Source: an optimization exercise on an open RTL-to-GDS flow (aim: a short achievable clock period and few clock cycles). Production flows keep margins and buffers that such runs may drop.
Only simulation tests tie the RTL to the original design; equivalence was not proved.
Power is estimated from default activity; no workload was simulated.

[flow/standard.sh]
#!/bin/bash
# synth_recipe.tcl (not shown) runs the flow's synth.tcl, then flattens the netlist and writes it again
# the make line also repeats each setting of config.mk as NAME=value (left out here)
make -C /OpenROAD-flow-scripts/flow DESIGN_CONFIG=/design/flow/config.mk WORK_HOME=/design/flow/orfs CLKGATE_MAP_FILE= SYNTH_SCRIPT=/design/flow/synth_recipe.tcl "${@:-finish}"
[flow/flow/run.sh]
#!/bin/bash
set -euo pipefail
bash standard.sh SETUP_SLACK_MARGIN=6.5 finish > standard.log 2>&1
[flow/config.mk]
export PLATFORM = sky130hd
export DESIGN_NAME = riscv151_core
export DESIGN_NICKNAME = riscv151_core
export VERILOG_FILES = /design/flow/design.v
export SDC_FILE = /design/flow/constraint.sdc
export NUM_CORES = 4
export LEC_CHECK = 0
export ABC_CLOCK_PERIOD_IN_PS = 4000
export CAP_MARGIN = 20
export CORE_MARGIN = 2
export CORE_UTILIZATION = 32
export PLACE_DENSITY = 0.55
export SLEW_MARGIN = 20
[flow/design.v]
module riscv151_core
(
    input         clk,
    input         rst,
    output [13:0] fetch_addr,
    output        fetch_en,
    input  [31:0] imem_rdata,
    input  [31:0] bios_irdata,
    output [13:0] data_addr,
    output [31:0] data_wdata,
    output [3:0]  dmem_we,
    output [3:0]  imem_we,
    output [3:0]  io_we,
    input  [31:0] dmem_rdata,
    input  [31:0] bios_drdata
);
    localparam [29:0] RESET_PC = 30'h1000_0000;  
    localparam BI = 5;               
    localparam BN = 1 << BI;         
    localparam TW = 15 - BI;         
    reg  [29:0] pc_f;
    reg         v_i;
    reg  [29:0] pc_i;
    reg         selb_i, seli_i;
    reg         pred_i, hit_i;
    reg  [1:0]  ctr_i;
    reg  [29:0] ptgt_i;
    reg         v_d;
    reg  [31:0] ir_d;
    reg  [29:0] pc_d;
    reg         pred_d, hit_d;
    reg  [1:0]  ctr_d;
    reg  [29:0] ptgt_d;
    reg  [31:0] a_e, b_e, s_e;
    reg         fwa_e, fwb_e, fws_e;
    reg  [31:0] link_e;
    reg  [29:0] pc_e;
    reg  [29:0] tgt_e;
    reg         rA_e, rT_e, rN_e;    
    reg         rJ_e;                
    reg         call_e, ret_e;
    reg  [29:0] ptgt_e;
    reg         c_eq_e, c_ne_e, c_lt_e, c_ge_e, c_ltu_e, c_geu_e;
    reg         pred_e, hit_e;
    reg  [1:0]  ctr_e;
    reg         br_e, jal_e, jalr_e, ld_e, st_e, wen_e, bios_e;
    reg  [2:0]  f3_e;
    reg  [4:0]  rd_e;
    reg         op_add_e, op_sub_e, op_sll_e, op_slt_e, op_sltu_e, op_xor_e,
                op_srl_e, op_sra_e, op_or_e, op_and_e, op_link_e;
    reg  [31:0] res_m;
    reg  [31:0] wd_m;
    reg  [3:0]  dwe_m, iwe_m, iowe_m;
    reg         ld_m, wen_m;
    reg  [2:0]  f3_m;
    reg  [4:0]  rd_m;
    reg  [31:0] res_w;
    reg         ld_w, wen_w;
    reg  [1:0]  dsel_w;  
    reg  [2:0]  f3_w;
    reg  [1:0]  off_w;
    reg  [4:0]  rd_w;
    reg  [31:0] wb_w2;
    reg         wen_w2;
    reg  [4:0]  rd_w2;
    reg  [31:0] rf [1:31];
    reg         btb_v   [0:BN-1];
    reg  [TW-1:0] btb_tag [0:BN-1];
    reg  [29:0] btb_tgt [0:BN-1];
    reg  [1:0]  btb_ctr [0:BN-1];
    reg         btb_j   [0:BN-1];
    reg         btb_r   [0:BN-1];      
    reg  [29:0] ras0, ras1, ras2, ras3;
    wire [31:0] a = fwa_e ? res_m : a_e;
    wire [31:0] b = fwb_e ? res_m : b_e;
    wire [31:0] s = fws_e ? res_m : s_e;
    wire [31:0] sum_ab  = a_e + b_e;
    wire [31:0] sum_mb  = res_m + b_e;
    wire [31:0] sum_am  = a_e + res_m;
    wire [31:0] sum_mm  = {res_m[30:0], 1'b0};
    wire [31:0] diff_ab = a_e - b_e;
    wire [31:0] diff_mb = res_m - b_e;
    wire [31:0] diff_am = a_e - res_m;
    wire        eq_ab   = (a_e == b_e);
    wire        eq_mb   = (res_m == b_e);
    wire        eq_am   = (a_e == res_m);
    wire        ltu_ab  = (a_e < b_e);
    wire        ltu_mb  = (res_m < b_e);
    wire        ltu_am  = (a_e < res_m);
    wire        lt_ab   = ($signed(a_e) < $signed(b_e));
    wire        lt_mb   = ($signed(res_m) < $signed(b_e));
    wire        lt_am   = ($signed(a_e) < $signed(res_m));
    wire [31:0] sum  = fwa_e ? (fwb_e ? sum_mm : sum_mb) : (fwb_e ? sum_am : sum_ab);
    wire [31:0] diff = fwa_e ? (fwb_e ? 32'd0 : diff_mb) : (fwb_e ? diff_am : diff_ab);
    wire        eq   = fwa_e ? (fwb_e ? 1'b1 : eq_mb) : (fwb_e ? eq_am : eq_ab);
    wire        ltu  = fwa_e ? (fwb_e ? 1'b0 : ltu_mb) : (fwb_e ? ltu_am : ltu_ab);
    wire        lt   = fwa_e ? (fwb_e ? 1'b0 : lt_mb) : (fwb_e ? lt_am : lt_ab);
    wire [31:0] shl  = a << b[4:0];
    wire [31:0] shr  = a >> b[4:0];
    wire [31:0] sra  = $signed(a) >>> b[4:0];
    wire [31:0] alu =
          ({32{op_add_e}}  & sum)
        | ({32{op_sub_e}}  & diff)
        | ({32{op_sll_e}}  & shl)
        | ({32{op_slt_e}}  & {31'd0, lt})
        | ({32{op_sltu_e}} & {31'd0, ltu})
        | ({32{op_xor_e}}  & (a ^ b))
        | ({32{op_srl_e}}  & shr)
        | ({32{op_sra_e}}  & sra)
        | ({32{op_or_e}}   & (a | b))
        | ({32{op_and_e}}  & (a & b))
        | ({32{op_link_e}} & link_e);
    wire cond = (c_eq_e & eq) | (c_ne_e & !eq) | (c_lt_e & lt) | (c_ge_e & !lt)
              | (c_ltu_e & ltu) | (c_geu_e & !ltu);
    wire taken_e = jal_e | (br_e & cond);
    wire [31:0] jk   = {ptgt_e, 2'b00};
    wire        jc2a = (a_e[1] & b_e[1]) | ((a_e[1] ^ b_e[1]) & a_e[0] & b_e[0]);
    wire        jc2m = (res_m[1] & b_e[1]) | ((res_m[1] ^ b_e[1]) & res_m[0] & b_e[0]);
    wire [31:0] jga  = (a_e & b_e) | ((a_e ^ b_e) & ~jk);
    wire [31:0] jgm  = (res_m & b_e) | ((res_m ^ b_e) & ~jk);
    wire        jok_a = ((a_e ^ b_e ^ jk) >> 2) == {jga[30:2], jc2a};
    wire        jok_m = ((res_m ^ b_e ^ jk) >> 2) == {jgm[30:2], jc2m};
    wire        jok   = fwa_e ? jok_m : jok_a;
    function lsel;
        input c_eq, c_ne, c_lt, c_ge, c_ltu, c_geu, br, rj, pr;
        input eq_x, lt_x, ltu_x, jok_x;
        lsel = br ? ((c_eq & eq_x) | (c_ne & !eq_x) | (c_lt & lt_x) | (c_ge & !lt_x)
                   | (c_ltu & ltu_x) | (c_geu & !ltu_x))
                  : (pr & jok_x);
    endfunction
    wire l_ab = lsel(c_eq_e, c_ne_e, c_lt_e, c_ge_e, c_ltu_e, c_geu_e, br_e, rJ_e, pred_e, eq_ab, lt_ab, ltu_ab, jok_a);
    wire l_mb = lsel(c_eq_e, c_ne_e, c_lt_e, c_ge_e, c_ltu_e, c_geu_e, br_e, rJ_e, pred_e, eq_mb, lt_mb, ltu_mb, jok_m);
    wire l_am = lsel(c_eq_e, c_ne_e, c_lt_e, c_ge_e, c_ltu_e, c_geu_e, br_e, rJ_e, pred_e, eq_am, lt_am, ltu_am, jok_a);
    wire l_mm = lsel(c_eq_e, c_ne_e, c_lt_e, c_ge_e, c_ltu_e, c_geu_e, br_e, rJ_e, pred_e, 1'b1, 1'b0, 1'b0, jok_m);
    wire late = fwa_e ? (fwb_e ? l_mm : l_mb) : (fwb_e ? l_am : l_ab);
    wire red1 = rA_e | rT_e;
    wire red0 = rA_e | rN_e | rJ_e;
    wire redirect = late ? red1 : red0;
    wire [3:0] region = sum[31:28];
    reg  [3:0] mask;
    reg  [31:0] wdata;
    always @(*) begin
        case (f3_e)
            3'd0: begin
                mask  = 4'b0001 << sum[1:0];
                wdata = {4{s[7:0]}};
            end
            3'd1: begin
                mask  = (sum[1:0] == 2'd0) ? 4'b0011 :
                        (sum[1:0] == 2'd1) ? 4'b0110 :
                        (sum[1:0] == 2'd2) ? 4'b1100 : 4'b0000;
                wdata = sum[0] ? {8'd0, s[15:0], 8'd0} : {2{s[15:0]}};
            end
            3'd2: begin
                mask  = 4'b1111;
                wdata = s;
            end
            default: begin
                mask  = 4'b0000;
                wdata = s;
            end
        endcase
    end
    wire [3:0] smask = st_e ? mask : 4'b0000;
    wire [3:0] rg_ab = sum_ab[31:28], rg_mb = sum_mb[31:28], rg_am = sum_am[31:28], rg_mm = sum_mm[31:28];
    wire rd_ab = (rg_ab == 4'h1) | (rg_ab == 4'h3), ri_ab = (rg_ab == 4'h2) | (rg_ab == 4'h3), ro_ab = (rg_ab == 4'h8);
    wire rd_mb = (rg_mb == 4'h1) | (rg_mb == 4'h3), ri_mb = (rg_mb == 4'h2) | (rg_mb == 4'h3), ro_mb = (rg_mb == 4'h8);
    wire rd_am = (rg_am == 4'h1) | (rg_am == 4'h3), ri_am = (rg_am == 4'h2) | (rg_am == 4'h3), ro_am = (rg_am == 4'h8);
    wire rd_mm = (rg_mm == 4'h1) | (rg_mm == 4'h3), ri_mm = (rg_mm == 4'h2) | (rg_mm == 4'h3), ro_mm = (rg_mm == 4'h8);
    wire       r_d  = fwa_e ? (fwb_e ? rd_mm : rd_mb) : (fwb_e ? rd_am : rd_ab);
    wire       r_i  = (fwa_e ? (fwb_e ? ri_mm : ri_mb) : (fwb_e ? ri_am : ri_ab)) & bios_e;
    wire       r_io = fwa_e ? (fwb_e ? ro_mm : ro_mb) : (fwb_e ? ro_am : ro_ab);
    wire [31:0] din = (dsel_w == 2'd0) ? dmem_rdata :
                      (dsel_w == 2'd1) ? bios_drdata : 32'd0;
    reg  [31:0] ld_val;
    always @(*) begin
        case (f3_w)
            3'd0: case (off_w)
                2'd0: ld_val = {{24{din[7]}},  din[7:0]};
                2'd1: ld_val = {{24{din[15]}}, din[15:8]};
                2'd2: ld_val = {{24{din[23]}}, din[23:16]};
                default: ld_val = {{24{din[31]}}, din[31:24]};
            endcase
            3'd1: case (off_w)
                2'd0: ld_val = {{16{din[15]}}, din[15:0]};
                2'd1: ld_val = {{16{din[23]}}, din[23:8]};
                2'd2: ld_val = {{16{din[31]}}, din[31:16]};
                default: ld_val = 32'd0;
            endcase
            3'd2: ld_val = din;
            3'd4: case (off_w)
                2'd0: ld_val = {24'd0, din[7:0]};
                2'd1: ld_val = {24'd0, din[15:8]};
                2'd2: ld_val = {24'd0, din[23:16]};
                default: ld_val = {24'd0, din[31:24]};
            endcase
            3'd5: case (off_w)
                2'd0: ld_val = {16'd0, din[15:0]};
                2'd1: ld_val = {16'd0, din[23:8]};
                2'd2: ld_val = {16'd0, din[31:16]};
                default: ld_val = 32'd0;
            endcase
            default: ld_val = 32'd0;
        endcase
    end
    wire [31:0] wb_w = ld_w ? ld_val : res_w;
    wire [6:0] opc = ir_d[6:0];
    wire [4:0] rd  = ir_d[11:7];
    wire [2:0] f3  = ir_d[14:12];
    wire [4:0] rs1 = ir_d[19:15];
    wire [4:0] rs2 = ir_d[24:20];
    wire       i30 = ir_d[30];
    wire is_lui   = (opc == 7'b0110111);
    wire is_auipc = (opc == 7'b0010111);
    wire is_jal   = (opc == 7'b1101111);
    wire is_jalr  = (opc == 7'b1100111);
    wire is_br    = (opc == 7'b1100011);
    wire is_ld    = (opc == 7'b0000011);
    wire is_st    = (opc == 7'b0100011);
    wire is_opi   = (opc == 7'b0010011);
    wire is_op    = (opc == 7'b0110011);
    wire use1 = is_jalr | is_br | is_ld | is_st | is_opi | is_op;
    wire use2 = is_br | is_st | is_op;
    wire wr   = (is_lui | is_auipc | is_jal | is_jalr | is_ld | is_opi | is_op) & (rd != 5'd0);
    wire [31:0] imm_i = {{20{ir_d[31]}}, ir_d[31:20]};
    wire [31:0] imm_s = {{20{ir_d[31]}}, ir_d[31:25], ir_d[11:7]};
    wire [31:0] imm_u = {ir_d[31:12], 12'd0};
    wire [31:0] imm_b = {{19{ir_d[31]}}, ir_d[31], ir_d[7], ir_d[30:25], ir_d[11:8], 1'b0};
    wire [31:0] imm_j = {{11{ir_d[31]}}, ir_d[31], ir_d[19:12], ir_d[20], ir_d[30:21], 1'b0};
    wire        shift_i = (f3 == 3'd1) | (f3 == 3'd5);
    wire [31:0] imm = (is_lui | is_auipc) ? imm_u :
                      is_st ? imm_s :
                      (is_opi & shift_i) ? {27'd0, ir_d[24:20]} : imm_i;
    wire [31:0] pc_d32   = {pc_d, 2'b00};
    wire [31:0] link_d   = pc_d32 + 32'd4;
    wire [31:0] tgt_d32  = pc_d32 + (is_jal ? imm_j : imm_b);
    wire [29:0] ta = pc_d;
    wire [29:0] tb = is_jal ? imm_j[31:2] : imm_b[31:2];
    wire [29:0] tk = ptgt_d;
    wire [29:0] tx = ta ^ tb ^ tk;
    wire [29:0] tc = {((ta[28:0] & tb[28:0]) | ((ta[28:0] ^ tb[28:0]) & ~tk[28:0])), 1'b0};
    wire        tok_d    = (tx == tc);
    wire arith = is_op | is_opi;
    wire d_add  = (arith & (f3 == 3'd0) & !(is_op & i30)) | is_lui | is_auipc | is_ld | is_st;
    wire d_sub  = arith & (f3 == 3'd0) & is_op & i30;
    wire d_sll  = arith & (f3 == 3'd1);
    wire d_slt  = arith & (f3 == 3'd2);
    wire d_sltu = arith & (f3 == 3'd3);
    wire d_xor  = arith & (f3 == 3'd4);
    wire d_srl  = arith & (f3 == 3'd5) & !i30;
    wire d_sra  = arith & (f3 == 3'd5) & i30;
    wire d_or   = arith & (f3 == 3'd6);
    wire d_and  = arith & (f3 == 3'd7);
    wire d_link = is_jal | is_jalr;
    wire e1 = wen_e  & (rd_e  == rs1);
    wire e2 = wen_e  & (rd_e  == rs2);
    wire m1 = wen_m  & (rd_m  == rs1);
    wire m2 = wen_m  & (rd_m  == rs2);
    wire w1 = wen_w  & (rd_w  == rs1);
    wire w2 = wen_w  & (rd_w  == rs2);
    wire x1 = wen_w2 & (rd_w2 == rs1);
    wire x2 = wen_w2 & (rd_w2 == rs2);
    reg  stall;
    wire [31:0] nb = ibus;
    wire [6:0]  nopc = nb[6:0];
    wire [4:0]  nrs1 = nb[19:15];
    wire [4:0]  nrs2 = nb[24:20];
    wire nuse1 = (nopc == 7'b1100111) | (nopc == 7'b1100011) | (nopc == 7'b0000011)
               | (nopc == 7'b0100011) | (nopc == 7'b0010011) | (nopc == 7'b0110011);
    wire nuse2 = (nopc == 7'b1100011) | (nopc == 7'b0100011) | (nopc == 7'b0110011);
    wire ldd   = v_d & is_ld & wr;    
    wire lde   = wen_e & ld_e;        
    wire sB = v_i & (
          (nuse1 & ((ldd & (rd == nrs1)) | (lde & (rd_e == nrs1))))
        | (nuse2 & ((ldd & (rd == nrs2)) | (lde & (rd_e == nrs2)))));
    wire sA = v_d & ((use1 & e1 & ld_e) | (use2 & e2 & ld_e));
    wire stall_n = !redirect & (stall ? sA : sB);
    wire [31:0] ibus = ({32{selb_i}} & bios_irdata) | ({32{seli_i}} & imem_rdata);
    wire [31:0] rf1 = (rs1 == 5'd0) ? 32'd0 : rf[rs1];
    wire [31:0] rf2 = (rs2 == 5'd0) ? 32'd0 : rf[rs2];
    wire [31:0] old1 = m1 ? res_m : (x1 ? wb_w2 : rf1);
    wire [31:0] old2 = m2 ? res_m : (x2 ? wb_w2 : rf2);
    wire        late1 = w1 & !m1;
    wire        late2 = w2 & !m2;
    wire [31:0] val1 = late1 ? wb_w : old1;
    wire [31:0] val2 = late2 ? wb_w : old2;
    wire [31:0] a_d = is_auipc ? pc_d32 : ((is_lui | is_jal) ? 32'd0 : val1);
    wire [31:0] b_d = (is_op | is_br) ? val2 : imm;
    wire [BI-1:0] bi    = pc_f[BI-1:0];
    wire        bhit    = btb_v[bi] & (btb_tag[bi] == {pc_f[28], pc_f[13:BI]});
    wire        bpred   = bhit & (btb_j[bi] | btb_r[bi] | btb_ctr[bi][1]);
    wire [29:0] btgt    = btb_r[bi] ? ras0 : btb_tgt[bi];
    wire [29:0] pc_next = bpred ? btgt : (pc_f + 30'd1);
    wire go = !stall & !redirect;
    wire [29:0] pc_norm = rst ? RESET_PC : (stall ? pc_f : pc_next);
    wire [29:0] pc_a    = jal_e ? tgt_e : link_e[31:2];
    wire [29:0] pc1 = rA_e ? pc_a : (rT_e ? tgt_e : pc_norm);
    wire [29:0] pc0 = rA_e ? pc_a : (rN_e ? link_e[31:2] : (rJ_e ? sum[31:2] : pc_norm));
    always @(posedge clk) begin
        if (rst) stall <= 1'b0;
        else     stall <= stall_n;
        if (rst) begin
            v_i  <= 1'b0;
            v_d  <= 1'b0;
        end else if (redirect) begin
            v_i  <= 1'b0;
            v_d  <= 1'b0;
        end else if (!stall) begin
            v_i  <= 1'b1;
            v_d  <= v_i;
        end
        pc_f <= late ? pc1 : pc0;
    end
    always @(posedge clk) begin
        if (!stall) begin
            pc_i   <= pc_f;
            selb_i <= (pc_f[29:26] == 4'h4);
            seli_i <= (pc_f[29:26] == 4'h1);
            pred_i <= bpred;
            hit_i  <= bhit;
            ctr_i  <= btb_ctr[bi];
            ptgt_i <= btgt;
            ir_d   <= ibus;
            pc_d   <= pc_i;
            pred_d <= pred_i;
            hit_d  <= hit_i;
            ctr_d  <= ctr_i;
            ptgt_d <= ptgt_i;
        end
    end
    always @(posedge clk) begin
        if (rst) begin
            br_e <= 1'b0; jal_e <= 1'b0; jalr_e <= 1'b0; ld_e <= 1'b0;
            st_e <= 1'b0; wen_e <= 1'b0; pred_e <= 1'b0;
            rA_e <= 1'b0; rT_e <= 1'b0; rN_e <= 1'b0; rJ_e <= 1'b0;
            call_e <= 1'b0; ret_e <= 1'b0;
        end else begin
            rA_e   <= go & v_d & ((is_jal & !(pred_d & tok_d)) | (!is_jal & !is_br & !is_jalr & pred_d));
            rJ_e   <= go & v_d & is_jalr;
            call_e <= go & v_d & (is_jal | is_jalr) & ((rd == 5'd1) | (rd == 5'd5));
            ret_e  <= go & v_d & is_jalr & (rd == 5'd0) & ((rs1 == 5'd1) | (rs1 == 5'd5));
            rT_e   <= go & v_d & is_br & !(pred_d & tok_d);
            rN_e   <= go & v_d & is_br & pred_d;
            br_e   <= go & v_d & is_br;
            jal_e  <= go & v_d & is_jal;
            jalr_e <= go & v_d & is_jalr;
            ld_e   <= go & v_d & is_ld;
            st_e   <= go & v_d & is_st;
            wen_e  <= go & v_d & wr;
            pred_e <= go & v_d & pred_d;
        end
        a_e    <= a_d;
        b_e    <= b_d;
        s_e    <= val2;
        fwa_e  <= e1 & !(is_auipc | is_lui | is_jal);
        fwb_e  <= e2 & (is_op | is_br);
        fws_e  <= e2;
        link_e <= link_d;
        pc_e   <= pc_d;
        tgt_e  <= tgt_d32[31:2];
        ptgt_e <= ptgt_d;
        c_eq_e  <= (f3 == 3'd0);
        c_ne_e  <= (f3 == 3'd1);
        c_lt_e  <= (f3 == 3'd4);
        c_ge_e  <= (f3 == 3'd5);
        c_ltu_e <= (f3 == 3'd6);
        c_geu_e <= (f3 == 3'd7);
        hit_e  <= hit_d;
        ctr_e  <= ctr_d;
        bios_e <= link_d[30];
        f3_e   <= f3;
        rd_e   <= rd;
        op_add_e  <= d_add;
        op_sub_e  <= d_sub;
        op_sll_e  <= d_sll;
        op_slt_e  <= d_slt;
        op_sltu_e <= d_sltu;
        op_xor_e  <= d_xor;
        op_srl_e  <= d_srl;
        op_sra_e  <= d_sra;
        op_or_e   <= d_or;
        op_and_e  <= d_and;
        op_link_e <= d_link;
    end
    always @(posedge clk) begin
        if (rst) begin
            dwe_m  <= 4'd0;
            iwe_m  <= 4'd0;
            iowe_m <= 4'd0;
            ld_m   <= 1'b0;
            wen_m  <= 1'b0;
        end else begin
            dwe_m  <= r_d  ? smask : 4'd0;
            iwe_m  <= r_i  ? smask : 4'd0;
            iowe_m <= r_io ? smask : 4'd0;
            ld_m   <= ld_e;
            wen_m  <= wen_e;
        end
        res_m <= alu;
        wd_m  <= wdata;
        f3_m  <= f3_e;
        rd_m  <= rd_e;
    end
    always @(posedge clk) begin
        if (rst) begin
            wen_w <= 1'b0;
            ld_w  <= 1'b0;
        end else begin
            wen_w <= wen_m;
            ld_w  <= ld_m;
        end
        res_w  <= res_m;
        f3_w   <= f3_m;
        off_w  <= res_m[1:0];
        rd_w   <= rd_m;
        dsel_w <= (res_m[31:28] == 4'h4) ? 2'd1 :
                  (res_m[31:28] == 4'h8) ? 2'd2 : 2'd0;
    end
    always @(posedge clk) begin
        if (rst) wen_w2 <= 1'b0;
        else     wen_w2 <= wen_w;
        wb_w2 <= wb_w;
        rd_w2 <= rd_w;
        if (wen_w2) rf[rd_w2] <= wb_w2;
    end
    reg        bu_we, bu_clr;
    reg [BI-1:0] bu_idx;
    reg [TW-1:0] bu_tag;
    reg [29:0] bu_tgt;
    reg [1:0]  bu_ctr;
    reg        bu_j, bu_r;
    always @(posedge clk) begin
        if (rst) begin
            bu_we  <= 1'b0;
            bu_clr <= 1'b0;
        end else begin
            bu_we  <= ((br_e | jal_e) & (taken_e | hit_e)) | ret_e;
            bu_clr <= pred_e & !(br_e | jal_e | ret_e);
        end
        bu_idx <= pc_e[BI-1:0];
        bu_tag <= {pc_e[28], pc_e[13:BI]};
        bu_tgt <= tgt_e;
        bu_ctr <= taken_e ? (hit_e ? ((ctr_e == 2'd3) ? 2'd3 : ctr_e + 2'd1) : 2'd2)
                          : ((ctr_e == 2'd0) ? 2'd0 : ctr_e - 2'd1);
        bu_j   <= jal_e;
        bu_r   <= ret_e;
    end
    always @(posedge clk) begin
        if (rst) begin
            ras0 <= 30'd0; ras1 <= 30'd0; ras2 <= 30'd0; ras3 <= 30'd0;
        end else if (call_e) begin
            ras0 <= link_e[31:2]; ras1 <= ras0; ras2 <= ras1; ras3 <= ras2;
        end else if (ret_e) begin
            ras0 <= ras1; ras1 <= ras2; ras2 <= ras3;
        end
    end
    integer k;
    always @(posedge clk) begin
        if (rst) begin
            for (k = 0; k < BN; k = k + 1) btb_v[k] <= 1'b0;
        end else if (bu_we) begin
            btb_v[bu_idx] <= 1'b1;
        end else if (bu_clr) begin
            btb_v[bu_idx] <= 1'b0;
        end
        if (bu_we) begin
            btb_tag[bu_idx] <= bu_tag;
            btb_tgt[bu_idx] <= bu_tgt;
            btb_ctr[bu_idx] <= bu_ctr;
            btb_j[bu_idx]   <= bu_j;
            btb_r[bu_idx]   <= bu_r;
        end
    end
    assign fetch_addr = pc_f[13:0];
    assign fetch_en   = !stall;
    assign data_addr  = res_m[15:2];
    assign data_wdata = wd_m;
    assign dmem_we    = dwe_m;
    assign imem_we    = iwe_m;
    assign io_we      = iowe_m;
endmodule
[flow/constraint.sdc]
create_clock -name core_clock -period 10.5 [get_ports {clk}]
set_input_delay 2.1000 -clock core_clock [delete_from_list [all_inputs] [get_ports {clk}]]
set_output_delay 2.1000 -clock core_clock [all_outputs]
set_load 0.01 [all_outputs]
==> results of run 1 <==
[synth_stat cells, types with 71 or more instances]
cell type	count	area share [%]
a31oi_1	80	0.33
a22oi_1	71	0.35
ha_1	289	2.4
clkbuf_1	502	1.2
edfxtp_1	2594	51
xor2_1	128	0.73
a211oi_1	105	0.52
nor3_1	135	0.44
mux4_2	990	15
inv_1	327	0.80
fa_1	94	1.2
a21oi_1	599	2.0
o211ai_1	98	0.48
xnor2_1	242	1.4
buf_1	128	0.31
a21o_1	77	0.38
nor2_1	925	2.3
dfxtp_1	626	8.2
nand3_1	118	0.39
o21ai_0	400	1.3
mux2i_1	416	2.7
nand2_1	541	1.3
[registers in the layout, indices dropped and copies added (netlist names), 64 cells and up, named ones only]
| signal | cells |
|---|---|
| rf | 992 |
| btb_tgt | 960 |
| btb_tag | 320 |
| btb_ctr | 64 |
[final timing paths]
check	to	slack (ps)	cells past startpoint
max	res_m[28]$_DFF_P_	6200	15
min	f3_w[0]$_DFF_P_	330	0
max reg2reg	res_m[28]$_DFF_P_	6200	15
min reg2reg	f3_w[0]$_DFF_P_	330	0
[worst reg2reg max path, stage by stage (launching register included)]
cell and delay (ps):
dfxtp_4 410, clkinvlp_4 200, buf_4 180, fa_2 350, nand3_2 90, a21oi_2 60
or3_4 410, a221o_2 460, a311o_1 350, a211o_1 350, a21oi_4 220, o21ai_4 100
nor2_2 120, mux2i_1 220, o22ai_1 90, or4_1 530
[cell type report]
cell class                 count  area, sq um  area share, %
sequential                  3220        90700           49.7
multi-input combinational   6308        61900           33.9
clock buffer                 468         9570           5.25
timing repair buffer         883         9120           5.00
tap                         6247         7820           4.28
clock inverter               174         1980           1.08
inverter                     336         1350          0.739
antenna                       14         35.0         0.0192
timing repair inverter         1         8.76        0.00480
[kinds of logic (layout without fill, tap and decap cells)]
| logic type | Yosys count | after routing | synth area share (%) |
|---|---|---|---|
| AO/OA/AOI/OAI | 2004 | 2005 | 8.48 |
| XOR/XNOR | 370 | 370 | 2.12 |
| adder cells (fa/ha/maj) | 383 | 383 | 3.60 |
| buffers and inverters | 1068 | 1862 | 2.82 |
| flip-flops | 3220 | 3220 | 59.2 |
| multiplexers | 1440 | 1440 | 17.6 |
| other | 0 | 14 | 0 |
| AND/OR/NAND/NOR | 2108 | 2110 | 6.14 |
[metrics by stage]
| step | std cells | hold WS, ps | utilization (%) | worst slack, ps |
|---|---|---|---|---|
| global placement | 16630 | 311 | 34.3 | 4710 |
| finish | 17651 | 325 | 38.4 | 6200 |
| global route | 17642 | 332 | 38.4 | 6130 |
| CTS | 17474 | 326 | 37.7 | 6270 |
| detailed placement | 16630 | 312 | 34.3 | 4560 |
| floorplan | 10593 | 310 | - | 6290 |
[report_power, final]
part | switching (W) | internal, W
Sequential | 0.000405 | 0.0140
Combinational | 0.00303 | 0.00204
Clock | 0.00538 | 0.00713
[per-layer routing]
metal  GRT usage [%]  vias up  share of wire, %
met3            4.76      960               9.8
met5               0        -             0.018
met4            8.27       16               4.3
met1            31.6    53803                41
met2            35.3     5633                45
li1                -    42272                 -
[what timing repair did]
action                                  4_1_cts  5_1_grt
endpoints found under the hold margin         0        0
gates cloned                                 28       11
resized for setup                           692      394
endpoints found under the setup margin      257      141
pin swaps                                   122      163
setup buffers                               174      150
==> results.toml, run 1 <==
[worst_setup_path]
cp_max_fo = 6
critPathTopFamily = "compound AO/OA/AOI/OAI gates"
endpoint_kind = "register"
path_buf_inv = 2
path_class = "reg -> reg"
path_cells = "clkinvlp_4 > buf_4 > fa_2 > nand3_2 > a21oi_2 > or3_4 > a221o_2 > a311o_1 > a211o_1 > a21oi_4 > o21ai_4 > nor2_2 > mux2i_1 > o22ai_1 > or4_1"
critPathSlowestCell = "or4_1"
arrival_ps = 5140
reg2reg_from = "b_e[1]$_DFF_P_"
critical_path.startpoint = "b_e[1]$_DFF_P_"
slowest_delay_ps = 530
cp-start-kind = "register"
critPathRequiredTime_ps = 11330

[sta]
slew_headroom_pct = 22.9
slew_violations = 0
skew_ps = 117
finalCritPeriodShare_pct = 41.0
fmax_mhz = 232
fin_crit_ps = 4300
rsz0062_at_grt = "yes"
finalSetupViolCount = 0
max_slew.worst_pin.slew_ps = 1120
hold_violations = 0
setup_tns_ps = 0

[layout]
nFillCells = 44218
syn2layout_area_growth_pct = 19.5
final_cell_mix = "edfxtp_1 (2594), mux4_2 (990), nor2_1 (836), a21oi_1 (557), dfxtp_1 (539)"
nets = 11609
final_common_cell = "edfxtp_1"
stdcell_area_sq_um = 182000
drive_above_1_share_pct = 25.7

[status]
status = "no timing/DRC/antenna violations"

[floorplanning]
start_util_pct = 32.1
die_w_um = 695
num_rows = 253
ios = 203
coreArea_sq_um = 475000
dieArea_sq_um = 483000
die_h_um = 695

[placement]
dp_hpwl_um = 364000
io_buffers = 202
placed_area_sq_um = 163000
place.gp.congestion = 0.984

[global_route]
grt_pass1_vias = 97249
grt_pass1_wl_um = 780000
antenna_found_initial = 39
grt_usage_pct = 22.8
grt-ovfl-total = 0
grt_max_degree = 143

[synthesis]
synth_nets = 11106
ys.flop_type = "edfxtp_1"
syn_area_sq_um = 153000
ys_types = 94
syn_area_per_cell_sq_um = 14.4
yosys_warnings = 1
synth-seq-cells = 3220
postSynthCellCount = 10593
async_flop_share_pct = 0
synth_edf_count = 2594
ys_seq_area_share_pct = 59.2

[power]
power_density_nw_per_um2 = 175
power_w = 0.0320
ir_drop_mv = 0.131
p_leak_nw = 61.7

[routing]
antenna_left = 0
drc_errors = 0
firstDrtPassIters = 9
via_per_inst = 5.82
wl_per_cell_um = 32.4
num_vias = 102684
drt_iter0_markers = 14504
wirelength_um = 571000

[run]
cap_violations = 0

[cts]
clk_latency_ps = 990
holdBufCountCts = 0
cts_tree = "built"
clk_pin_slew_ps = 70
clockBufferDepth = 4
cts_buffers = 346
cts.sinks = 3220
cts_htree_levels = 5
cts_root_buf = "clkbuf_16"

[min_path]
hp-start = "f3_m[0]$_DFF_P_"
hold_path_class = "reg -> reg"
Testbench counts, summed over its fixed seeds: cycles 88,385.
==> run 2: changes to the inputs <==
--- a/flow/design.v
+++ b/flow/design.v
@@ -92,7 +92,12 @@
     wire        lt_am   = ($signed(a_e) < $signed(res_m));
-    wire [31:0] sum  = fwa_e ? (fwb_e ? sum_mm : sum_mb) : (fwb_e ? sum_am : sum_ab);
-    wire [31:0] diff = fwa_e ? (fwb_e ? 32'd0 : diff_mb) : (fwb_e ? diff_am : diff_ab);
-    wire        eq   = fwa_e ? (fwb_e ? 1'b1 : eq_mb) : (fwb_e ? eq_am : eq_ab);
-    wire        ltu  = fwa_e ? (fwb_e ? 1'b0 : ltu_mb) : (fwb_e ? ltu_am : ltu_ab);
-    wire        lt   = fwa_e ? (fwb_e ? 1'b0 : lt_mb) : (fwb_e ? lt_am : lt_ab);
+    wire        f_ab = !fwa_e & !fwb_e;
+    wire        f_mb =  fwa_e & !fwb_e;
+    wire        f_am = !fwa_e &  fwb_e;
+    wire        f_mm =  fwa_e &  fwb_e;
+    wire [31:0] sum  = ({32{f_ab}} & sum_ab) | ({32{f_mb}} & sum_mb)
+                     | ({32{f_am}} & sum_am) | ({32{f_mm}} & sum_mm);
+    wire [31:0] diff = ({32{f_ab}} & diff_ab) | ({32{f_mb}} & diff_mb) | ({32{f_am}} & diff_am);
+    wire        eq   = (f_ab & eq_ab) | (f_mb & eq_mb) | (f_am & eq_am) | f_mm;
+    wire        ltu  = (f_ab & ltu_ab) | (f_mb & ltu_mb) | (f_am & ltu_am);
+    wire        lt   = (f_ab & lt_ab) | (f_mb & lt_mb) | (f_am & lt_am);
     wire [31:0] shl  = a << b[4:0];
@@ -122,3 +127,3 @@
     wire        jok_m = ((res_m ^ b_e ^ jk) >> 2) == {jgm[30:2], jc2m};
-    wire        jok   = fwa_e ? jok_m : jok_a;
+    wire        jok   = (fwa_e & jok_m) | (!fwa_e & jok_a);
     function lsel;
@@ -134,3 +139,3 @@
     wire l_mm = lsel(c_eq_e, c_ne_e, c_lt_e, c_ge_e, c_ltu_e, c_geu_e, br_e, rJ_e, pred_e, 1'b1, 1'b0, 1'b0, jok_m);
-    wire late = fwa_e ? (fwb_e ? l_mm : l_mb) : (fwb_e ? l_am : l_ab);
+    wire late = (f_ab & l_ab) | (f_mb & l_mb) | (f_am & l_am) | (f_mm & l_mm);
     wire red1 = rA_e | rT_e;
@@ -169,5 +174,5 @@
     wire rd_mm = (rg_mm == 4'h1) | (rg_mm == 4'h3), ri_mm = (rg_mm == 4'h2) | (rg_mm == 4'h3), ro_mm = (rg_mm == 4'h8);
-    wire       r_d  = fwa_e ? (fwb_e ? rd_mm : rd_mb) : (fwb_e ? rd_am : rd_ab);
-    wire       r_i  = (fwa_e ? (fwb_e ? ri_mm : ri_mb) : (fwb_e ? ri_am : ri_ab)) & bios_e;
-    wire       r_io = fwa_e ? (fwb_e ? ro_mm : ro_mb) : (fwb_e ? ro_am : ro_ab);
+    wire       r_d  = (f_ab & rd_ab) | (f_mb & rd_mb) | (f_am & rd_am) | (f_mm & rd_mm);
+    wire       r_i  = ((f_ab & ri_ab) | (f_mb & ri_mb) | (f_am & ri_am) | (f_mm & ri_mm)) & bios_e;
+    wire       r_io = (f_ab & ro_ab) | (f_mb & ro_mb) | (f_am & ro_am) | (f_mm & ro_mm);
     wire [31:0] din = (dsel_w == 2'd0) ? dmem_rdata :
==> run 2 against run 1 <==
Against the previous run:
- combinational power shrank 3%
- via count shrank 1.6%
- critical path type is now in -> reg
- largest power group unchanged
- die area grew 0.17%
- total power shrank 0.63%
- still clean on timing, DRC and antenna
==> results.toml, run 2 <==
[worst_setup_path]
slowest_delay_ps = 660
path_cells = "clkdlybuf4s50_1 > mux2i_4 > nor2_1 > a222oi_1 > o22ai_1 > o21ai_1 > o21ai_0 > a22o_1"
path_class = "in -> reg"
arrival_ps = 4890
endpoint_kind = "register"
path_buf_inv = 1
cp-start-kind = "input port"
critPathTopFamily = "compound AO/OA/AOI/OAI gates"
critPathSlowestCell = "a222oi_1"
path_depth = 8
critPathRequiredTime_ps = 11290
r2r_cells = 16
cp_max_fo = 3

[sta]
setup_tns_ps = 0
hold_violations = 0
skew_ps = 112
slew_headroom_pct = 13.4
finalSetupViolCount = 0
max_slew.worst_pin.slew_ps = 1290
rsz0062_at_grt = "yes"
slew_violations = 0
finalCritPeriodShare_pct = 39.1
fmax_mhz = 244
fin_crit_ps = 4100

[routing]
drt_iter0_markers = 13525
antenna_left = 0
via_per_inst = 5.73
wl_per_cell_um = 31.7
wirelength_um = 560000
drc_errors = 0
num_vias = 101031
firstDrtPassIters = 7

[cts]
clk_pin_slew_ps = 60
cts_htree_levels = 5
holdBufCountCts = 0
cts_buffers = 345
cts_tree = "built"
cts.sinks = 3220
cts_root_buf = "clkbuf_16"
clk_latency_ps = 990
clockBufferDepth = 4

[global_route]
grt-ovfl-total = 0
grt_usage_pct = 22.2
antenna_found_initial = 35
grt_pass1_vias = 95072
grt_pass1_wl_um = 760000
grt_max_degree = 123

[synthesis]
yosysMostFrequentCell = "edfxtp_1"
ys_top_cells_by_area = "edfxtp_1 (51%), mux4_2 (15%), dfxtp_1 (8.2%)"
postSynthCellCount = 10548
synth_edf_count = 2594
syn_area_per_cell_sq_um = 14.5
synth_nets = 11061
yosys_warnings = 1
syn_area_sq_um = 153000
async_flop_share_pct = 0
synth_top_area_share_pct = 50.9
synth_common_cells = "edfxtp_1 (2594), mux4_2 (995), nor2_1 (876)"
ys.flop_type = "edfxtp_1"
ys_types = 100
synth_area_leader_cell = "edfxtp_1"
synth-seq-cells = 3220
ys_seq_area_share_pct = 59.1

[floorplanning]
die_h_um = 695
dieArea_sq_um = 483000
coreArea_sq_um = 475000
ios = 203
start_util_pct = 32.2
die_w_um = 695
num_rows = 253

[min_path]
hold_path_class = "reg -> reg"
hold_path_depth = 0

[run]
cap_violations = 0

[power]
power_density_nw_per_um2 = 175
p_leak_nw = 61.2
ir_drop_mv = 0.134

[layout]
nets = 11483
largest_reg_flops = 992
final_cell_mix = "edfxtp_1 (2594), mux4_2 (995), nor2_1 (789), a21oi_1 (568), nand2_1 (562)"
final_common_cell = "edfxtp_1"
top_regs = "rf x992, btb_tgt x960, btb_tag x320"
top_register = "rf"
syn2layout_area_growth_pct = 19.0
drive_above_1_share_pct = 25.4
nFillCells = 44499
stdcell_area_sq_um = 182000

[status]
status = "no timing/DRC/antenna violations"

[placement]
place.gp.congestion = 0.984
io_buffers = 202
dp_hpwl_um = 350000
placed_area_sq_um = 163000
-- run 2: cell types whose count changed after synthesis, sizes merged, moves of 19 or more --
cell     delta
and3       +21
xor2       -20
nor3       -22
nor2       -48
nand2      +27
buf        +36
clkbuf     -48
o2bb2ai    -25
a31oi      -20
mux2i      +44
inv        +27
o211ai     -19
o21ai      -23
a22oi      -25
-- run 2: report_power, final --
part           switching, W  internal (W)
clock network       0.00529       0.00714
registers          0.000433        0.0140
logic               0.00292       0.00200
total               0.00865        0.0231
-- run 2: through the flow --
stage	setup WS (ps)	hold WS (ps)	utilization, %	instances	power (W)
floorplan	6490	310	-	10548	0.0171
global placement	4610	311	34.2	16652	0.0188
detailed placement	4650	313	34.2	16653	0.0188
CTS	6280	326	37.4	17426	0.0314
global route	6330	332	38.2	17633	0.0326
finish	6400	325	38.3	17644	0.0318
-- run 2: final timing paths --
| path | from | to | slack [ps] |
|---|---|---|---|
| max | dmem_rdata[29] | b_e[5]$_DFF_P_ | 6400 |
| min | pc_e[4]$_DFF_P_ | bu_idx[4]$_DFF_P_ | 330 |
| max reg2reg | ptgt_e[11]$_DFF_P_ | pc_f[10]$_DFF_P_ | 6430 |
| min reg2reg | pc_e[4]$_DFF_P_ | bu_idx[4]$_DFF_P_ | 330 |
-- run 2: cell families (layout without fill, tap and decap cells) --
kind of cell,count (synthesis),in the layout,share of synthesized area [%]
DFF,3220,3220,59.1
and+or+nand+nor,2081,2083,6.07
AOI/OAI and AO/OA,1926,1926,8.14
muxes,1492,1492,17.9
buffers and inverters,1080,1786,3.01
adders and majority gates,383,383,3.60
xor gates and xnor gates,366,366,2.10
other,0,13,0
-- run 2: timing repair --
| item | 4_1_cts | 5_1_grt |
|---|---|---|
| setup endpoints to repair | 266 | 158 |
| pin swaps | 55 | 160 |
| cloned | 22 | 16 |
| resized for setup | 557 | 480 |
| setup buffers | 118 | 189 |
-- run 2: metal layers --
layer	vias to the layer above	part of all wire, %	GRT usage (%)
li1	41949	-	-
met1	52819	41	31.2
met2	5326	44	33.6
met3	915	11	5.47
met4	22	4.0	7.34
met5	-	0.046	0.200
-- run 2: cell type report --
cell class	instances	area, sq um	area share (%)
Timing Repair Buffer	792	8510	4.68
Inverter	360	1390	0.766
Clock buffer	452	9470	5.21
Clock inverter	181	1970	1.08
Antenna cell	13	32.5	0.0179
Timing Repair inverter	1	8.76	0.00482
Tap cell	6375	7980	4.39
Multi-Input combinational cell	6250	61700	33.9
Sequential cell	3220	90800	49.9
-- run 2: worst reg2reg max path, delay by kind of cell (launching register included) --
| kind | cells | cell delay (ps) |
|---|---|---|
| fa+ha+maj | 1 | 450 |
| xor+xnor | 1 | 180 |
| compound gates | 4 | 900 |
| simple gates | 7 | 1530 |
| flops | 1 | 340 |
| buf+inv | 3 | 590 |
Testbench counts of run 2, summed over its fixed seeds: cycles 88,385.
==> run 3: changes to the inputs <==
--- a/flow/config.mk
+++ b/flow/config.mk
@@ -11,3 +11,3 @@
 export CORE_UTILIZATION = 32
-export PLACE_DENSITY = 0.55
+export PLACE_DENSITY = 0.65
 export SLEW_MARGIN = 20
==> run 3 against run 2 <==
Against the previous run:
- combinational power about the same
- clock power about the same
- total power down 0.92%
- synthesized area unchanged
- die area unchanged
- sequential share of layout area up 0.20 points
- non-clock buffer count down 51
- critical path depth up 7
- final cell count down 0.12%
- critical path type is now reg -> reg
- largest cell class unchanged
==> results.toml, run 3 <==
[floorplanning]
die_w_um = 695
start_util_pct = 32.2
ios = 203
coreArea_sq_um = 475000
die_h_um = 695
num_rows = 253
dieArea_sq_um = 483000

[global_route]
grt_max_degree = 101
antenna_found_initial = 59
grt_pass1_vias = 96787
grt-ovfl-total = 0
grt_usage_pct = 21.7
grt_pass1_wl_um = 750000

[cts]
clockBufferDepth = 4
cts.sinks = 3220
cts_root_buf = "clkbuf_16"
clk_latency_ps = 1010
cts_tree = "built"
cts_buffers = 336
cts_htree_levels = 5
clk_pin_slew_ps = 70
holdBufCountCts = 0

[sta]
setup_tns_ps = 0
fin_crit_ps = 4210
slew_violations = 0
finalCritPeriodShare_pct = 40.1
fmax_mhz = 237
skew_ps = 117
hold_violations = 0
rsz0062_at_grt = "yes"
max_slew.worst_pin.slew_ps = 1200
finalSetupViolCount = 0
slew_headroom_pct = 19.9

[routing]
antenna_left = 0
wirelength_um = 548000
drt_iter0_markers = 15415
via_per_inst = 5.81
firstDrtPassIters = 8
wl_per_cell_um = 31.1
drc_errors = 0
num_vias = 102299

[placement]
dpl.cell_count = 16658
place.gp.congestion = 1.02
placed_area_sq_um = 163000
dp_hpwl_um = 342000
io_buffers = 202

[synthesis]
yosysMostFrequentCell = "edfxtp_1"
postSynthCellCount = 10548
async_flop_share_pct = 0
ys.flop_type = "edfxtp_1"
syn_area_per_cell_sq_um = 14.5
synth_common_cells = "edfxtp_1 (2594), mux4_2 (995), nor2_1 (876)"
ys_top_cells_by_area = "edfxtp_1 (51%), mux4_2 (15%), dfxtp_1 (8.2%)"
syn_area_sq_um = 153000
ys_types = 100
synth-seq-cells = 3220
synth_top_area_share_pct = 50.9
synth_nets = 11061
synth_edf_count = 2594
yosys_warnings = 1
synth_area_leader_cell = "edfxtp_1"
ys_seq_area_share_pct = 59.1

[worst_setup_path]
cp_max_fo = 5
arrival_ps = 5070
endpoint_kind = "register"
cp-start-kind = "register"
critPathRequiredTime_ps = 11360
path_class = "reg -> reg"
r2r_cells = 15

[layout]
largest_reg_flops = 992
drive_above_1_share_pct = 25.2
nFillCells = 44088
syn2layout_area_growth_pct = 18.4
top_regs = "rf x992, btb_tgt x960, btb_tag x320"
nets = 11422
final_common_cell = "edfxtp_1"
stdcell_area_sq_um = 181000
final_cell_mix = "edfxtp_1 (2594), mux4_2 (995), nor2_1 (779), nand2_1 (560), a21oi_1 (558)"
top_register = "rf"
fin_cells = 17622

[power]
internal_power_w = 0.0228
power_density_nw_per_um2 = 174
clkPwrFrac_pct = 38.4
ir_drop_mv = 0.133
p_leak_nw = 60.7
combPwrFrac_pct = 15.7
power.switching_w = 0.00868
seqPwrFrac_pct = 45.9
p_sw_share_pct = 27.6

[min_path]
hold_path_class = "reg -> reg"
hold_path_depth = 0

[run]
cap_violations = 0

[status]
status = "no timing/DRC/antenna violations"
run 3: timing repair:
item                                    CTS  global route
setup buffers                           141           106
resized for setup                       698           340
endpoints found under the hold margin     0             0
endpoints found under the setup margin  305           156
cloned                                   23            18
pin swaps                               108           166
run 3: power groups by stage:
stage	clock, W	sequential, W	combinational (W)
after floorplan	0	0.0144	0.00266
after global placement	0	0.0147	0.00420
after detailed placement	0	0.0147	0.00419
after CTS	0.0122	0.0144	0.00456
after global routing	0.0127	0.0145	0.00512
final	0.0121	0.0144	0.00494
run 3: final timing paths:
path | startpoint | to | slack, ps
setup / recovery | ptgt_e[7]$_DFF_P_ | pc_f[5]$_DFF_P_ | 6290
hold / removal | f3_m[1]$_DFF_P_ | f3_w[1]$_DFF_P_ | 330
setup reg to reg | ptgt_e[7]$_DFF_P_ | pc_f[5]$_DFF_P_ | 6290
hold reg to reg | f3_m[1]$_DFF_P_ | f3_w[1]$_DFF_P_ | 330
run 3: cell families (layout without fill, tap and decap cells):
| group | after synthesis | count (layout) | synth area share [%] |
|---|---|---|---|
| adders and majority gates | 383 | 383 | 3.60 |
| buffers and inverters | 1080 | 1721 | 3.01 |
| DFF | 3220 | 3220 | 59.1 |
| other | 0 | 57 | 0 |
| muxes | 1492 | 1492 | 17.9 |
| xor gates and xnor gates | 366 | 366 | 2.10 |
| and+or+nand+nor | 2081 | 2082 | 6.07 |
| AOI/OAI and AO/OA | 1926 | 1926 | 8.14 |
run 3: area by class of cell:
class                   count  area, sq um  share of cell area, %
clock buffers             466         9420                   5.21
repair inverters            1         8.76                0.00484
well taps                6375         7980                   4.41
repair buffers            741         7940                   4.39
diodes                     57          143                 0.0788
multi-input cells        6249        61700                   34.1
clock inverters           153         1670                  0.921
flip-flops and latches   3220        90700                   50.1
inverters                 360         1390                  0.768
run 3: metal layers:
| metal | track usage [%] | part of all wire [%] | vias to the layer above | routed length [um] |
|---|---|---|---|---|
| li1 | - | - | 41869 | - |
| met1 | 29.4 | 39 | 52644 | 213000 |
| met2 | 32.1 | 44 | 6625 | 239000 |
| met3 | 6.94 | 13 | 1119 | 71500 |
| met4 | 8.77 | 4.5 | 42 | 24800 |
| met5 | 0 | 0.068 | - | 374 |
run 3: per-stage QoR:
stage	hold slack, ps	power, W	utilization, %	setup WS [ps]
2_1_floorplan	310	0.0171	-	6490
3_3_place_gp	311	0.0189	34.2	4600
3_5_place_dp	312	0.0189	34.2	4610
4_1_cts	306	0.0312	37.5	6390
5_1_grt	315	0.0323	38.1	6260
6_report	326	0.0315	38.1	6290
run 3: critical path: stages (launching register included):
cell,delay (ps)
dfxtp_2,480
inv_1,130
fa_1,460
xnor2_1,240
nor4_1,380
nand4_1,340
nor3_4,370
a31oi_4,200
a211oi_2,210
o31ai_2,100
o311a_4,190
and2_4,170
and3_4,240
buf_16,160
a222oi_1,330
nand2_1,90
==> run 4: changes to the inputs <==
==> flow/flow/run.sh (replaced) <==
#!/bin/bash
set -euo pipefail
bash standard.sh SETUP_SLACK_MARGIN=6.5 "BUFFER_PORTS_ARGS=-buffer_cell sky130_fd_sc_hd__buf_4" finish > standard.log 2>&1
--- a/flow/config.mk
+++ b/flow/config.mk
@@ -8,6 +8,6 @@
 export ABC_CLOCK_PERIOD_IN_PS = 4000
-export CAP_MARGIN = 20
+export CAP_MARGIN = 30
 export CORE_MARGIN = 2
 export CORE_UTILIZATION = 32
-export PLACE_DENSITY = 0.65
-export SLEW_MARGIN = 20
+export PLACE_DENSITY = 0.55
+export SLEW_MARGIN = 30
==> run 4 against run 3 <==
Against the previous run:
- largest power group unchanged
- cell area decreased by 0.21%
- synthesized cell count unchanged
- still clean on timing, DRC and antenna
- core utilization decreased by 0.079 points
==> results.toml, run 4 <==
[power]
power_density_nw_per_um2 = 175
clkPwrFrac_pct = 38.9
p_leak_nw = 60.9
combPwrFrac_pct = 15.5
p_sw_share_pct = 27.4
seqPwrFrac_pct = 45.7
internal_power_w = 0.0229
power_w = 0.0316
power.switching_w = 0.00867
ir_drop_mv = 0.133

[floorplanning]
ios = 203
num_rows = 253
start_util_pct = 32.2
coreArea_sq_um = 475000
die_w_um = 695
dieArea_sq_um = 483000
die_h_um = 695

[global_route]
grt_pass1_wl_um = 768000
grt_usage_pct = 22.4
grt_max_degree = 164
antenna_found_initial = 40
grt_pass1_vias = 95878
grt-ovfl-total = 0

[run]
cap_violations = 0

[synthesis]
async_flop_share_pct = 0
syn_area_sq_um = 153000
synth_nets = 11061
ys_top_cells_by_area = "edfxtp_1 (51%), mux4_2 (15%), dfxtp_1 (8.2%)"
synth-seq-cells = 3220
synth_edf_count = 2594
postSynthCellCount = 10548
yosysMostFrequentCell = "edfxtp_1"
ys_seq_area_share_pct = 59.1
synth_top_area_share_pct = 50.9
ys.flop_type = "edfxtp_1"
yosys_warnings = 1
syn_area_per_cell_sq_um = 14.5
ys_types = 100
synth_common_cells = "edfxtp_1 (2594), mux4_2 (995), nor2_1 (876)"
synth_area_leader_cell = "edfxtp_1"

[sta]
fmax_mhz = 240
slew_violations = 0
fin_crit_ps = 4170
rsz0062_at_grt = "yes"
setup_tns_ps = 0
max_slew.worst_pin.slew_ps = 1230
skew_ps = 83.4
finalSetupViolCount = 0
slew_headroom_pct = 17.4
finalCritPeriodShare_pct = 39.7
hold_violations = 0

[cts]
clk_pin_slew_ps = 60
cts_buffers = 351
clk_latency_ps = 970
holdBufCountCts = 0
clockBufferDepth = 4
cts_root_buf = "clkbuf_16"
cts_htree_levels = 5
cts_tree = "built"
cts.sinks = 3220

[placement]
dp_hpwl_um = 359000
io_buffers = 202
place.gp.congestion = 0.997

[routing]
antenna_left = 0
drc_errors = 0
wirelength_um = 564000
drt_iter0_markers = 13732
wl_per_cell_um = 32.0
via_per_inst = 5.70
num_vias = 100445
firstDrtPassIters = 9

[worst_setup_path]
r2r_cells = 16
endpoint_kind = "register"
cp_max_fo = 7
cp-start-kind = "register"
arrival_ps = 5000
critPathRequiredTime_ps = 11340
path_class = "reg -> reg"
reg2reg_slack_ps = 6330

[min_path]
hold_path_class = "reg -> reg"
hold_path_depth = 0

[layout]
final_cell_mix = "edfxtp_1 (2594), mux4_2 (995), nor2_1 (795), buf_4 (600), a21oi_1 (564)"
drive_above_1_share_pct = 27.0
syn2layout_area_growth_pct = 18.1
top_regs = "rf x992, btb_tgt x960, btb_tag x320"
final_common_cell = "edfxtp_1"
largest_reg_flops = 992
nets = 11455
top_register = "rf"

[status]
status = "no timing/DRC/antenna violations"
run 4: through the flow:
stage	util (%)	instances	area (sq um)	setup WS [ps]	hold slack, ps
2_1_floorplan	-	10548	153000	6490	310
3_3_place_gp	34.1	16661	162000	4440	312
3_5_place_dp	34.1	16669	162000	4990	314
4_1_cts	37.4	17472	178000	6370	327
5_1_grt	38.0	17609	181000	6300	328
6_report	38.0	17626	181000	6330	325
run 4: path summary, 6_finish.rpt:
check,start,endpoint
hold reg to reg,pc_e[1]$_DFF_P_,bu_idx[1]$_DFF_P_
hold / removal,pc_e[1]$_DFF_P_,bu_idx[1]$_DFF_P_
setup / recovery,ptgt_e[27]$_DFF_P_,pc_f[2]$_DFF_P_
setup reg to reg,ptgt_e[27]$_DFF_P_,pc_f[2]$_DFF_P_
run 4: worst max-delay path, stage by stage (launching register included):
cell and delay (ps):
dfxtp_1 430, inv_1 130, fa_1 400, xnor2_1 680, nor4_2 120, nand4_1 260
nor3_4 90, a31oi_4 310, a211oi_2 80, o31ai_2 100, o311a_4 320, buf_6 120
nor3b_4 40, buf_6 160, a21o_4 240, a222oi_1 410, nand2_1 110
run 4: area by class of cell:
type / instances / area [sq um]
Fill cell: 44721 / 295000
Sequential cell: 3220 / 90800
Multi-Input combinational cell: 6253 / 61400
Clock buffer: 456 / 9600
Tap cell: 6375 / 7980
Timing Repair Buffer: 756 / 7660
Clock inverter: 188 / 1720
Inverter: 360 / 1390
Antenna cell: 18 / 45.0
run 4: layer usage:
layer | routed length (um) | global-route usage (%) | up-vias | part of all wire (%)
met5 | 143 | 0 | - | 0.025
li1 | - | - | 41911 | -
met4 | 20600 | 7.29 | 24 | 3.7
met3 | 59000 | 6.01 | 850 | 10
met1 | 236000 | 31.4 | 52559 | 42
met2 | 248000 | 33.7 | 5101 | 44
run 4: power by group through the flow:
stage               sequential [W]  clock [W]  combinational [W]
floorplan                   0.0144          0            0.00266
global placement            0.0147          0            0.00421
detailed placement          0.0147          0            0.00419
CTS                         0.0144     0.0124            0.00456
global route                0.0144     0.0129            0.00509
finish                      0.0144     0.0123            0.00488
run 4: logic make-up (layout without fill, tap and decap cells):
kind of cell / after synthesis / count (layout) / share of synthesized area (%)
AOI/OAI and AO/OA: 1926 / 1929 / 8.14
xor gates and xnor gates: 366 / 366 / 2.10
adders and majority gates: 383 / 383 / 3.60
buffers and inverters: 1080 / 1760 / 3.01
DFF: 3220 / 3220 / 59.1
muxes: 1492 / 1492 / 17.9
other: 0 / 18 / 0
and+or+nand+nor: 2081 / 2083 / 6.07
run 4: what timing repair did:
item / in CTS / in global routing
resized for setup: 606 / 236
setup endpoints to repair: 226 / 152
cloned: 22 / 17
pin swaps: 97 / 136
buffers inserted: 137 / 118
==> run 5: changes to the inputs <==
--- a/flow/design.v
+++ b/flow/design.v
@@ -434,3 +434,6 @@
     reg [29:0] bu_tgt;
-    reg [1:0]  bu_ctr;
+    reg        bu_tk, bu_hit;
+    reg [1:0]  bu_oc;
+    wire [1:0] bu_ctr = bu_tk ? (bu_hit ? ((bu_oc == 2'd3) ? 2'd3 : bu_oc + 2'd1) : 2'd2)
+                              : ((bu_oc == 2'd0) ? 2'd0 : bu_oc - 2'd1);
     reg        bu_j, bu_r;
@@ -447,4 +450,5 @@
         bu_tgt <= tgt_e;
-        bu_ctr <= taken_e ? (hit_e ? ((ctr_e == 2'd3) ? 2'd3 : ctr_e + 2'd1) : 2'd2)
-                          : ((ctr_e == 2'd0) ? 2'd0 : ctr_e - 2'd1);
+        bu_tk  <= taken_e;
+        bu_hit <= hit_e;
+        bu_oc  <= ctr_e;
         bu_j   <= jal_e;
==> flow/flow/run.sh (replaced) <==
#!/bin/bash
set -euo pipefail
bash standard.sh SETUP_SLACK_MARGIN=6.5 finish > standard.log 2>&1
--- a/flow/config.mk
+++ b/flow/config.mk
@@ -8,3 +8,3 @@
 export ABC_CLOCK_PERIOD_IN_PS = 4000
-export CAP_MARGIN = 30
+export CAP_MARGIN = 20
 export CORE_MARGIN = 2
@@ -12,2 +12,2 @@
 export PLACE_DENSITY = 0.55
-export SLEW_MARGIN = 30
+export SLEW_MARGIN = 20
==> run 5 against run 4 <==
Against the previous run:
- largest cell class unchanged
- combinational power fell by 7.2%
- total power is 0.35% lower
- core utilization grew 0.26 points
- worst hold slack worse by 3.5 ps
- worst setup slack improved by 62 ps
- synthesized area rose by 0.32%
- still clean on timing, DRC and antenna
- non-clock buffer count up 81
- critical path depth is 11 lower
- wire length rose by 3.6%
==> results.toml, run 5 <==
[status]
status = "no timing/DRC/antenna violations"

[global_route]
grt_pass1_vias = 97091
grt_use_met3_pct = 4.85
busiest_layer = "met2"
grt_max_degree = 138
grtUsageMet2_pct = 35.1
grt_pass1_wl_um = 792000
grt_usage_pct = 23.2
grt-ovfl-total = 0
antenna_found_initial = 53
grt_util_met1_pct = 32.9

[floorplanning]
dieArea_sq_um = 485000
num_rows = 254
die_w_um = 696
die_h_um = 696
ios = 203
start_util_pct = 32.1
coreArea_sq_um = 478000

[cts]
cts.sinks = 3222
cts_buffers = 350
clk_latency_ps = 1020
holdBufCountCts = 0
cts_root_buf = "clkbuf_16"
clk_pin_slew_ps = 60
clockBufferDepth = 4
cts_tree = "built"
cts_htree_levels = 5

[routing]
wirelength_um = 584000
antenna_left = 0
drt_iter0_markers = 14517
firstDrtPassIters = 8
wl_per_cell_um = 32.8
via_per_inst = 5.76
num_vias = 102548
drc_errors = 0

[synthesis]
postSynthCellCount = 10609
async_flop_share_pct = 0
yosys_warnings = 1
ys_types = 96
syn_area_per_cell_sq_um = 14.5
synth_edf_count = 2594
synth_nets = 11122
ys_top_cells_by_area = "edfxtp_1 (51%), mux4_2 (14%), dfxtp_1 (8.2%)"
synth_common_cells = "edfxtp_1 (2594), mux4_2 (984), nor2_1 (871)"
synth-seq-cells = 3222
ys.flop_type = "edfxtp_1"
yosysMostFrequentCell = "edfxtp_1"
syn_area_sq_um = 153000
ys_seq_area_share_pct = 59.0
synth_area_leader_cell = "edfxtp_1"
synth_top_area_share_pct = 50.8

[worst_setup_path]
cp_max_fo = 4
arrival_ps = 2000
cp-start-kind = "register"
timing.rr.end = "res_m[27]$_DFF_P_"
endpoint_kind = "output port"
critPathRequiredTime_ps = 8400
reg2reg_slack_ps = 6420
r2r_cells = 13
path_class = "reg -> out"
reg2reg_from = "fwb_e$_DFF_P_"

[layout]
top_register = "rf"
final_common_cell = "edfxtp_1"
final-seq-area_sq_um = 90800
nFillCells = 44688
fin_cells = 17803
fin_util_pct = 38.3
drive_above_1_share_pct = 25.6
final_cell_mix = "edfxtp_1 (2594), mux4_2 (986), nor2_1 (775), a21oi_1 (595), dfxtp_1 (507)"
multiInputGateArea_sq_um = 62300
top_regs = "rf x992, btb_tgt x960, btb_tag x320"
largest_reg_flops = 992
nets = 11597
syn2layout_area_growth_pct = 19.2

[sta]
rsz0062_at_grt = "yes"
slew_headroom_pct = 17.2
max_slew.worst_pin.slew_ps = 1240
slew_violations = 0
fin_crit_ps = 4100
fmax_mhz = 244
skew_ps = 103
finalCritPeriodShare_pct = 39.1
hold_violations = 0
setup_tns_ps = 0
finalSetupViolCount = 0

[power]
ir_drop_mv = 0.143
power_w = 0.0315
power_density_nw_per_um2 = 172
p_leak_nw = 60.9

[min_path]
hold_path_class = "reg -> reg"
hp-start = "pc_e[1]$_DFF_P_"
hold_path_depth = 0
hold_end = "bu_idx[1]$_DFF_P_"

[placement]
place.gp.congestion = 0.988
io_buffers = 202
dpl.cell_count = 16788
dp_hpwl_um = 376000

[run]
cap_violations = 0
==> run 5: cell count changes after synthesis, sizes merged, moves of 26 or more <==
cell    previous run  this run
a22o              48        74
clkbuf           454       488
nand2            568       454
buf              266       229
o211ai            79       112
mux2i            460       520
==> run 5: metal layers <==
layer / routed length, um / up-vias / part of all wire [%]
met5: 197 / - / 0.034
met4: 24900 / 28 / 4.3
met3: 57200 / 973 / 9.8
met2: 258000 / 5482 / 44
met1: 244000 / 53688 / 42
li1: - / 42377 / -
==> run 5: worst max-delay path: stages (launching register included) <==
cell and delay, ps:
dfxtp_4 360, buf_12 130, buf_16 120, buf_12 120, buf_12 120, buf_8 120
==> run 5: metrics by stage <==
| step | area [sq um] | hold slack, ps | setup slack [ps] |
|---|---|---|---|
| floorplan | 153000 | 310 | 6400 |
| global route | 183000 | 331 | 6350 |
| global placement | 164000 | 312 | 4400 |
| CTS | 179000 | 324 | 6270 |
| finish | 183000 | 322 | 6400 |
| detailed placement | 164000 | 312 | 4420 |
==> run 5: cell families (layout without fill, tap and decap cells) <==
family	count (synthesis)	count (layout)	synth area share [%]
multiplexers	1547	1547	18.2
AO/OA/AOI/OAI	2008	2008	8.45
flip-flops	3222	3222	59.0
other	0	24	0
adder cells (fa/ha/maj)	383	383	3.58
AND/OR/NAND/NOR	1991	1992	5.83
buffers and inverters	1088	1857	2.86
XOR/XNOR	370	370	2.12
==> run 5: how the worst max path moves through the flow <==
stage                    startpoint               end  depth (start not counted)
finish              pc_f[0]$_DFF_P_     fetch_addr[0]                          5
global route        pc_f[2]$_DFF_P_  pc_f[24]$_DFF_P_                         13
CTS                 pc_f[0]$_DFF_P_   pc_f[0]$_DFF_P_                         15
detailed placement  pc_f[0]$_DFF_P_   pc_f[0]$_DFF_P_                         11
global placement    pc_f[0]$_DFF_P_   pc_f[0]$_DFF_P_                         11
floorplan            dmem_rdata[23]   b_e[27]$_DFF_P_                         11
==> run 5: cell type report <==
class	count	share of cell area, %
clock buffer	447	5.20
timing repair buffer	837	4.74
sequential	3222	49.7
clock inverter	200	1.14
multi-input combinational	6300	34.1
tap	6400	4.38
antenna	24	0.0328
inverter	371	0.795
timing repair inverter	2	0.00958
==> run 5: what timing repair did <==
action	in CTS	in global routing
gates resized for setup	646	374
endpoints found under the setup margin	252	148
gates cloned	18	16
pin swaps	80	153
setup buffers	151	157
==> run 5: where the power goes <==
group / switching, W / internal [W]
Combinational: 0.00269 / 0.00184
Sequential: 0.000452 / 0.0140
Clock: 0.00535 / 0.00719
Total: 0.00850 / 0.0230
Testbench counts of run 5, summed over its fixed seeds: cycles 88,385.

[afterwards: timing with drivers on the ports]
In the flow no input, the clock included, has a driving cell. The finished layouts below were timed again as built, in two steps. Step 1, drivers: a clkbuf_16 drives clk and a buf_2 each remaining input, both assumed. Step 2 times the ports against the registers' clock, not the clock port: input delays grow and output delays shrink by t, the midpoint of the rising clock arrivals with the driver on. Three values: ideal ports, drivers, drivers and shift; two values: the first two.
run | t (ns) | setup slack, ns | hold WS [ns] | worst setup path at the end | pins driven straight from the clock port
run 1 | 1.062 | 6.196 / 6.196 / 5.423 | 0.325 / 0.325 / 0.325 | input to register | 1
run 2 | 1.051 | 6.399 / 6.333 / 5.432 | 0.325 / 0.325 / 0.325 | input to register | 1
run 3 | 1.062 | 6.287 / 6.287 / 5.447 | 0.326 / 0.326 / 0.326 | input to register | 1
run 4 | 1.042 | 6.334 / 6.334 / 5.491 | 0.325 / 0.325 / 0.325 | input to register | 1
run 5 | 1.065 | 6.396 / 6.299 / 5.446 | 0.322 / 0.322 / 0.322 | input to register | 1
After both steps setup and hold are still met in every run listed. For run 2, which loses most, drivers alone change the setup slack by -0.066 ns; drivers and shift together by -0.967 ns.
